From an optimization exercise on the open Yosys and OpenROAD flow, aimed at small area, a short achievable clock period and few clock cycles per item; shortcuts taken in it are not production practice.
In this exercise RTL edits were held to simulation tests only and were not proved equivalent to the original.

Setup of onyx:
==> flow/design.v (excerpt) <==
module si570_math
(
    input             clk, resetn,
    input      [47:0] old_si570_regs,
    output     [47:0] new_si570_regs,
    output     [31:0] fxtal,
    input             start,
    output            idle
);
clock: 6.5 ns
lec_check: 0
cap_margin: 20
core_margin: 2
core_utilization: 55
cts_buf_list: sky130_fd_sc_hd__clkbuf_8
cts_cluster_diameter: 60
cts_cluster_size: 24
setup_slack_margin: 2.0
slew_margin: 20
run.sh (not shown) runs the stock make flow with config.mk's settings and CLKGATE_MAP_FILE= SYNTH_SCRIPT=/design/flow/synth_recipe.tcl, a recipe that flattens the netlist after the stock synthesis.
Testbench counts of onyx, summed over its fixed seeds: cycles 7,572, items 384.
Relative to onyx, the following input files were edited for raven:
- a deleted CTS_CLUSTER_SIZE that had been 24
- a deleted CTS_BUF_LIST that had been sky130_fd_sc_hd__clkbuf_8
- a deleted CTS_CLUSTER_DIAMETER that had been 60
- Looking at the reports, raven completed the entire flow and the layout it produced met the timing, design-rule and antenna checks.
- raven leaves less setup margin than onyx.
- raven against onyx: sequential share of layout area barely changed; met2 demand-to-capacity share in global routing higher.

* * *

si570_math, a different RTL version from the one above (not shown whole).
Size in the first run: roughly 2400 cells after synthesis, ~240 flip-flops, about 23000 um^2 of cells after synthesis.
Settings: LEC_CHECK=0, CAP_MARGIN=20, CORE_MARGIN=2, CORE_UTILIZATION=55, SETUP_SLACK_MARGIN=1.5, SLEW_MARGIN=20; clock period 6.5 ns.
Testbench counts at the start, summed over its fixed seeds: cycles 7,572, items 384.
==> next run, changes <==
--- a/flow/config.mk
+++ b/flow/config.mk
@@ -6,7 +6,11 @@
 export NUM_CORES = 4
 export LEC_CHECK = 0
+export ABC_AREA = 1
+export ABC_CLOCK_PERIOD_IN_PS = 4000
 export CAP_MARGIN = 20
 export CORE_MARGIN = 2
 export CORE_UTILIZATION = 55
-export SETUP_SLACK_MARGIN = 1.5
+export CTS_CLUSTER_DIAMETER = 80
+export CTS_CLUSTER_SIZE = 30
+export SETUP_SLACK_MARGIN = 2.5
 export SLEW_MARGIN = 20
Effect: Utilization drops by 0.65 points. Global-route usage drops by 0.29 points. Worst setup slack improved by 0.96 ns. Via count climbs by 15%. Synthesized cell count climbs by 32%. Hold slack got worse by 0.012 ns. Flip-flop and latch count is unchanged. Count of clock-buffer cells in the layout drops by 15. Design area climbs by 4.2%.

* * *

Setup of lane 1:
Starting RTL as in the previous note.
clock: 6.5 ns
lec_check: 0
abc_area: 1
abc_clock_period_in_ps: 4000
cap_margin: 20
core_margin: 2
core_utilization: 50
setup_slack_margin: 2.5
slew_margin: 20
Testbench counts of lane 1, summed over its fixed seeds: cycles 7,572, items 384.
The following lists how lane 2 was set up differently from lane 1:
- CORE_UTILIZATION now 65, was 50
- PLACE_DENSITY now 0.72, previously not set
## What came out
In the metrics for lane 2 and lane 1, the one carrying the lower clock skew after layout is lane 1.
Diff lane 1 -> lane 2: number of stages on the worst setup path went up by about 19%, utilization of the core after routing increased by 17 points relative to the old numbers.
Final area (lower): lane 2
In the tables for lane 2 and lane 1, highest achievable clock rate reads lower with lane 2.
Compared with lane 1, lane 2 shows via count of the routed design that has gone up by a few percent.

* * *

Starting RTL as in the previous note.
Settings: LEC_CHECK=0, ABC_AREA=1, ABC_CLOCK_PERIOD_IN_PS=4000, CAP_MARGIN=20, CORE_MARGIN=2, CORE_UTILIZATION=55, SETUP_SLACK_MARGIN=2.7, SLEW_MARGIN=20; clock period 6.5 ns.
Testbench counts at the start, summed over its fixed seeds: cycles 7,572, items 384.
==> next run, changes <==
Settings changed: ABC_AREA 1 to default, ABC_CLOCK_PERIOD_IN_PS 4000 to default, SETUP_SLACK_MARGIN 2.7 to 2.5.
Flip-flop and latch count stays the same.
Synthesized area shrinks by 5.0%.
Wire length shrinks by 3.6%.
Core utilization grows by 1.4 points.
Setup slack loses 0.72 ns.
Non-clock buffer count grows by 36.
Global-route usage grows by 1.1 points.
==> next run, changes <==
Settings changed: ABC_AREA from default to 1, ABC_CLOCK_PERIOD_IN_PS from default to 4000, CORE_UTILIZATION 55 to 50, SETUP_SLACK_MARGIN 2.5 to 2.2.
Result: The changed run finished with timing, DRC and antenna clean. Non-clock buffer count came out lower by 50. First-iteration DRC count went up by a little under a tenth. Routed wire length rises by a few percent. Die area went up by about a fifth. Final cell count is higher by a quarter to a third. Critical path depth falls by 10. Count of clock-buffer cells in the layout climbs by 6.
==> next run, changes <==
Settings changed: ABC_CLOCK_PERIOD_IN_PS 4000 to 3500, CORE_UTILIZATION 50 to 55, SETUP_SLACK_MARGIN 2.2 to 3.0.
Effect:
- The changed run ran to the end with no violations
- wire length climbs by 0.47%
- die area shrinks by about 9%
- worst hold slack improves by 0.0052 ns
- via count went up by 1.4%
- global-route usage went up by 3.1 points
- final cell count decreases by 0.67%

* * *

The RTL this note starts from:
==> flow/design.v <==
module add_sk #(parameter W=8)
(
    input  [W-1:0] a, b,
    input          ci,
    output [W-1:0] s,
    output         co
);
localparam L = (W > 1) ? $clog2(W) : 1;
wire [W-1:0] g [0:L];
wire [W-1:0] p [0:L];
wire [W-1:0] p0 = a ^ b;
assign g[0] = (a & b) | {{(W-1){1'b0}}, p0[0] & ci};
assign p[0] = p0;
genvar l, i;
generate for (l = 0; l < L; l = l + 1) begin : g_lvl
    for (i = 0; i < W; i = i + 1) begin : g_bit
        if ((i >> l) & 1) begin : g_op
            localparam integer J = ((i >> l) << l) - 1;
            assign g[l+1][i] = g[l][i] | (p[l][i] & g[l][J]);
            assign p[l+1][i] = p[l][i] & p[l][J];
        end else begin : g_pass
            assign g[l+1][i] = g[l][i];
            assign p[l+1][i] = p[l][i];
        end
    end
end endgenerate
assign s  = p0 ^ {g[L][W-2:0], ci};
assign co = g[L][W-1];
endmodule
module csa #(parameter W=8)
(
    input  [W-1:0] x, y, z,
    output [W-1:0] s, c       
);
assign s = x ^ y ^ z;
wire [W-1:0] m = (x & y) | (x & z) | (y & z);
assign c = {m[W-2:0], 1'b0};
endmodule
module uint_div #(parameter WIDTH=38)
(
    input  [WIDTH-1:0] rem_in,      
    input              bit_in,      
    input  [WIDTH-1:0] divn,        
    output [WIDTH-1:0] rem_out,     
    output             q,           
    output [WIDTH:0]   sum          
);
wire [WIDTH:0] a = {rem_in, bit_in};
wire [WIDTH:0] d;
add_sk #(.W(WIDTH+1)) i_sub (.a(a), .b({1'b1, divn}), .ci(1'b1), .s(d), .co(q));
assign sum = d;
assign rem_out = q ? d[WIDTH-1:0] : a[WIDTH-1:0];
endmodule
module add_bk #(parameter W=8)
(
    input  [W-1:0] a, b,
    input          ci,
    output [W-1:0] s,
    output         co
);
localparam L = (W > 1) ? $clog2(W) : 1;
localparam NS = 2 * L;                        
wire [W-1:0] g [0:NS];
wire [W-1:0] p [0:NS];
wire [W-1:0] p0 = a ^ b;
assign g[0] = (a & b) | {{(W-1){1'b0}}, p0[0] & ci};
assign p[0] = p0;
genvar l, i;
generate
    for (l = 0; l < L; l = l + 1) begin : g_up
        for (i = 0; i < W; i = i + 1) begin : g_bit
            if (((i + 1) % (2 << l)) == 0) begin : g_op
                assign g[l+1][i] = g[l][i] | (p[l][i] & g[l][i - (1 << l)]);
                assign p[l+1][i] = p[l][i] & p[l][i - (1 << l)];
            end else begin : g_pass
                assign g[l+1][i] = g[l][i];
                assign p[l+1][i] = p[l][i];
            end
        end
    end
    for (l = 0; l < L; l = l + 1) begin : g_dn
        for (i = 0; i < W; i = i + 1) begin : g_bit
            if ((L - 1 - l) >= 0 && i >= (3 << (L - 1 - l)) - 1 &&
                ((i + 1 - (1 << (L - 1 - l))) % (2 << (L - 1 - l))) == 0) begin : g_op
                assign g[L+l+1][i] = g[L+l][i] | (p[L+l][i] & g[L+l][i - (1 << (L - 1 - l))]);
                assign p[L+l+1][i] = p[L+l][i] & p[L+l][i - (1 << (L - 1 - l))];
            end else begin : g_pass
                assign g[L+l+1][i] = g[L+l][i];
                assign p[L+l+1][i] = p[L+l][i];
            end
        end
    end
endgenerate
assign s  = p0 ^ {g[NS][W-2:0], ci};
assign co = g[NS][W-1];
endmodule
module si570_math
(
    input             clk, resetn,
    input      [47:0] old_si570_regs,
    output     [47:0] new_si570_regs,
    output     [31:0] fxtal,
    input             start,
    output            idle
);
localparam S1  = 2;
localparam NI  = 6;
localparam NC1 = (NI + 32) / S1;           
localparam NCS = 32 / S1;                  
localparam S2  = 3;
localparam NC2 = 42 / S2;                  
wire[ 2:0] in_hs  = old_si570_regs[47:45];
wire[ 6:0] in_n1  = old_si570_regs[44:38];
wire[37:0] in_rf  = old_si570_regs[37:0];
reg        busy;
reg        prep;         
reg [4:0]  cnt;          
reg [37:0] rfn;          
reg [10:0] kn;           
wire [10:0] k = ~kn;
reg [37:0] p1;           
reg [31:0] fq;           
reg [10:0] p2;           
reg [41:0] qd;           
assign fxtal          = fq;
assign new_si570_regs = {3'd0, 7'd3, qd[37:0]};
assign idle           = ~busy & ~start;
wire [10:0] in_k = ({1'b0, in_hs} + 4'd4) * ({1'b0, in_n1} + 8'd1);
wire [33:0] mt0 = {in_k, 23'd0};
wire [33:0] mt1 = {3'd0, in_k, 20'd0};
wire [33:0] mt2 = {5'd0, in_k, 18'd0};
wire [33:0] mt3 = {7'd0, in_k, 16'd0};
wire [33:0] mt4 = {14'd0, in_k, 9'd0};
wire [33:0] mt5 = {15'd0, in_k, 8'd0};
wire [33:0] mt6 = ~{20'd0, in_k, 3'd0};      
wire [33:0] mt7 = {23'd0, in_k};
wire [33:0] ms1, mc1, ms2, mc2, ms3, mc3, ms4, mc4, ms5, mc5, ms, mc;
csa #(34) i_m1 (mt0, mt1, mt2, ms1, mc1);
csa #(34) i_m2 (mt3, mt4, mt5, ms2, mc2);
csa #(34) i_m3 (ms1, mc1, ms2, ms3, mc3);
csa #(34) i_m4 (mc2, mt6, mt7, ms4, mc4);
csa #(34) i_m5 (ms3, mc3, ms4, ms5, mc5);
csa #(34) i_m6 (ms5, mc5, mc4, ms, mc);
wire [43:0] es, ec, e;
csa #(44) i_e1 ({1'b0, in_rf, 5'd0}, {6'd0, in_rf}, {34'd0, k[10:1]}, es, ec);
add_bk #(44) i_e (.a(es), .b(ec), .ci(1'b0), .s(e), .co());
wire int_phase = (cnt > NC1 - 1 - NI / S1);
wire [37:0] r1 [0:S1];
wire [S1-1:0] q1;
wire [38:0] sum1;        
assign r1[0] = p1;
genvar g;
generate for (g = 0; g < S1; g = g + 1) begin : g_div1
    wire [38:0] sum;
    uint_div #(.WIDTH(38)) u_step (
        .rem_in (r1[g]),
        .bit_in (fq[31-g] & int_phase),
        .divn   (rfn),
        .rem_out(r1[g+1]),
        .q      (q1[S1-1-g]),
        .sum    (sum)
    );
end endgenerate
assign sum1 = g_div1[0].sum;
wire [33:0] m = sum1[33:0];
wire skip = (in_rf[37:34] != 0)
          | ((in_rf[37:33] != 0) && (k <= 11'd879))
          | ((in_rf[37:31] != 0) && (k <= 11'd219))
          | ((in_rf[37:29] != 0) && (k <= 11'd54));
wire [10:0] r2 [0:S2];
wire [S2-1:0] q2;
assign r2[0] = p2;
generate for (g = 0; g < S2; g = g + 1) begin : g_div2
    uint_div #(.WIDTH(11)) u_step (
        .rem_in (r2[g]),
        .bit_in (qd[41-g]),
        .divn   (kn),
        .rem_out(r2[g+1]),
        .q      (q2[S2-1-g]),
        .sum    ()
    );
end endgenerate
reg sk;                  
wire rf_phase = sk ? (cnt >= NCS - NC2) : (cnt >= NC1 - NC2);
always @(posedge clk) begin
    if (resetn == 0) begin
        busy <= 1'b0;
        prep <= 1'b0;
    end else if (!busy) begin
        if (start) begin
            busy <= 1'b1;
            prep <= 1'b1;
        end
    end else if (prep) begin
        prep <= 1'b0;
    end else if (cnt == 0) begin
        busy <= 1'b0;
    end
end
always @(posedge clk) begin
    if (!busy) begin
        p1  <= {5'd0, ms[33:1]};
        cnt <= NC1 - 1;
        kn  <= ~in_k;
        rfn <= {4'd0, mc};
    end else if (prep) begin
        p1  <= skip ? {4'd0, m} : m[33:NI];
        cnt <= skip ? NCS - 1 : NC1 - 1;
        sk  <= skip;
        rfn <= ~in_rf;
    end else begin
        p1  <= r1[S1];
        cnt <= cnt - 1;
    end
    p2 <= prep ? {9'd0, e[43:42]} : r2[S2];
end
always @(posedge clk) begin
    if (!busy) begin
        if (start) fq[31] <= ms[0];
    end else if (prep) begin
        fq[31:26] <= skip ? 6'd0 : m[NI-1:0];
        qd        <= e[41:0];
    end else begin
        fq <= {fq[31-S1:0], q1};
        if (rf_phase) qd <= {qd[41-S2:0], q2};
    end
end
endmodule
Settings: LEC_CHECK=0, CAP_MARGIN=20, CORE_MARGIN=2, CORE_UTILIZATION=50, SETUP_SLACK_MARGIN=1.0, SLEW_MARGIN=20; clock period 6.5 ns.
The first run passed the timing, design-rule and antenna checks.
Testbench counts at the start, summed over its fixed seeds: cycles 7,188, items 384.
Change:
Settings changed: SETUP_SLACK_MARGIN 1.0 to 0.2.
=> Fmax fell by 0.78%. Cell count drops by 3.3%. Design area fell by 8.6%. Routed wire length went down by 4.0%. Die area stays the same. Setup slack is worse by 0.048 ns.

-- port drivers added, routing unchanged --
In the flow no input, the clock included, has a driving cell. The finished layouts below were timed again as built, in two steps.
Step 1 (the two cells are an assumption about what drives the block):
set clk [get_ports {clk}]
set_driving_cell -lib_cell sky130_fd_sc_hd__clkbuf_16 $clk
set_driving_cell -lib_cell sky130_fd_sc_hd__buf_2 [delete_from_list [all_inputs] $clk]
Step 2 also shifts input and output timing later by t, the mid clock arrival at the registers, as if the neighbouring blocks saw the same clock.
a / b / c = no drivers / after step 1 / after step 2; a / b = the first two.
| run | shift t [ns] | slack for setup (ns) | worst setup path after step 2 | latest minus earliest clock arrival (ns) | pins driven straight from the clock port |
|---|---|---|---|---|---|
| onyx | 0.682 | 2.007 / 2.007 / 1.521 | input to register | 0.058 / 0.058 | 1 |
| raven | 0.641 | 1.948 / 1.948 / 1.495 | input to register | 0.025 / 0.025 | 1 |
| the first run of note 2 | 0.645 | 1.617 / 1.617 / 1.162 | input to register | 0.024 / 0.025 | 1 |
| the second run of note 2 | 0.621 | 2.580 / 2.580 / 2.050 | input to register | 0.024 / 0.023 | 1 |
| lane 1 | 0.647 | 2.539 / 2.539 / 2.033 | input to register | 0.017 / 0.018 | 1 |
| lane 2 | 0.623 | 2.487 / 2.487 / 2.014 | input to register | 0.037 / 0.037 | 1 |
| the first run of note 4 | 0.641 | 2.523 / 2.523 / 2.089 | input to register | 0.027 / 0.027 | 1 |
| the second run of note 4 | 0.634 | 1.802 / 1.802 / 1.802 | register to register | 0.028 / 0.028 | 1 |
| the third run of note 4 | 0.647 | 2.327 / 2.363 / 1.716 | input to register | 0.020 / 0.019 | 1 |
| the fourth run of note 4 | 0.653 | 2.557 / 2.557 / 2.088 | input to register | 0.033 / 0.033 | 1 |
| the first run of note 5 | 0.512 | 0.353 / 0.353 / 0.204 | input to register | 0.010 / 0.011 | 1 |
| the second run of note 5 | 0.520 | 0.305 / 0.305 / 0.002 | input to register | 0.023 / 0.023 | 1 |
After both steps setup and hold are still met in every run listed. The setup slack of the third run of note 4, which loses most, moves by +0.036 ns with the drivers and by -0.611 ns with both steps.
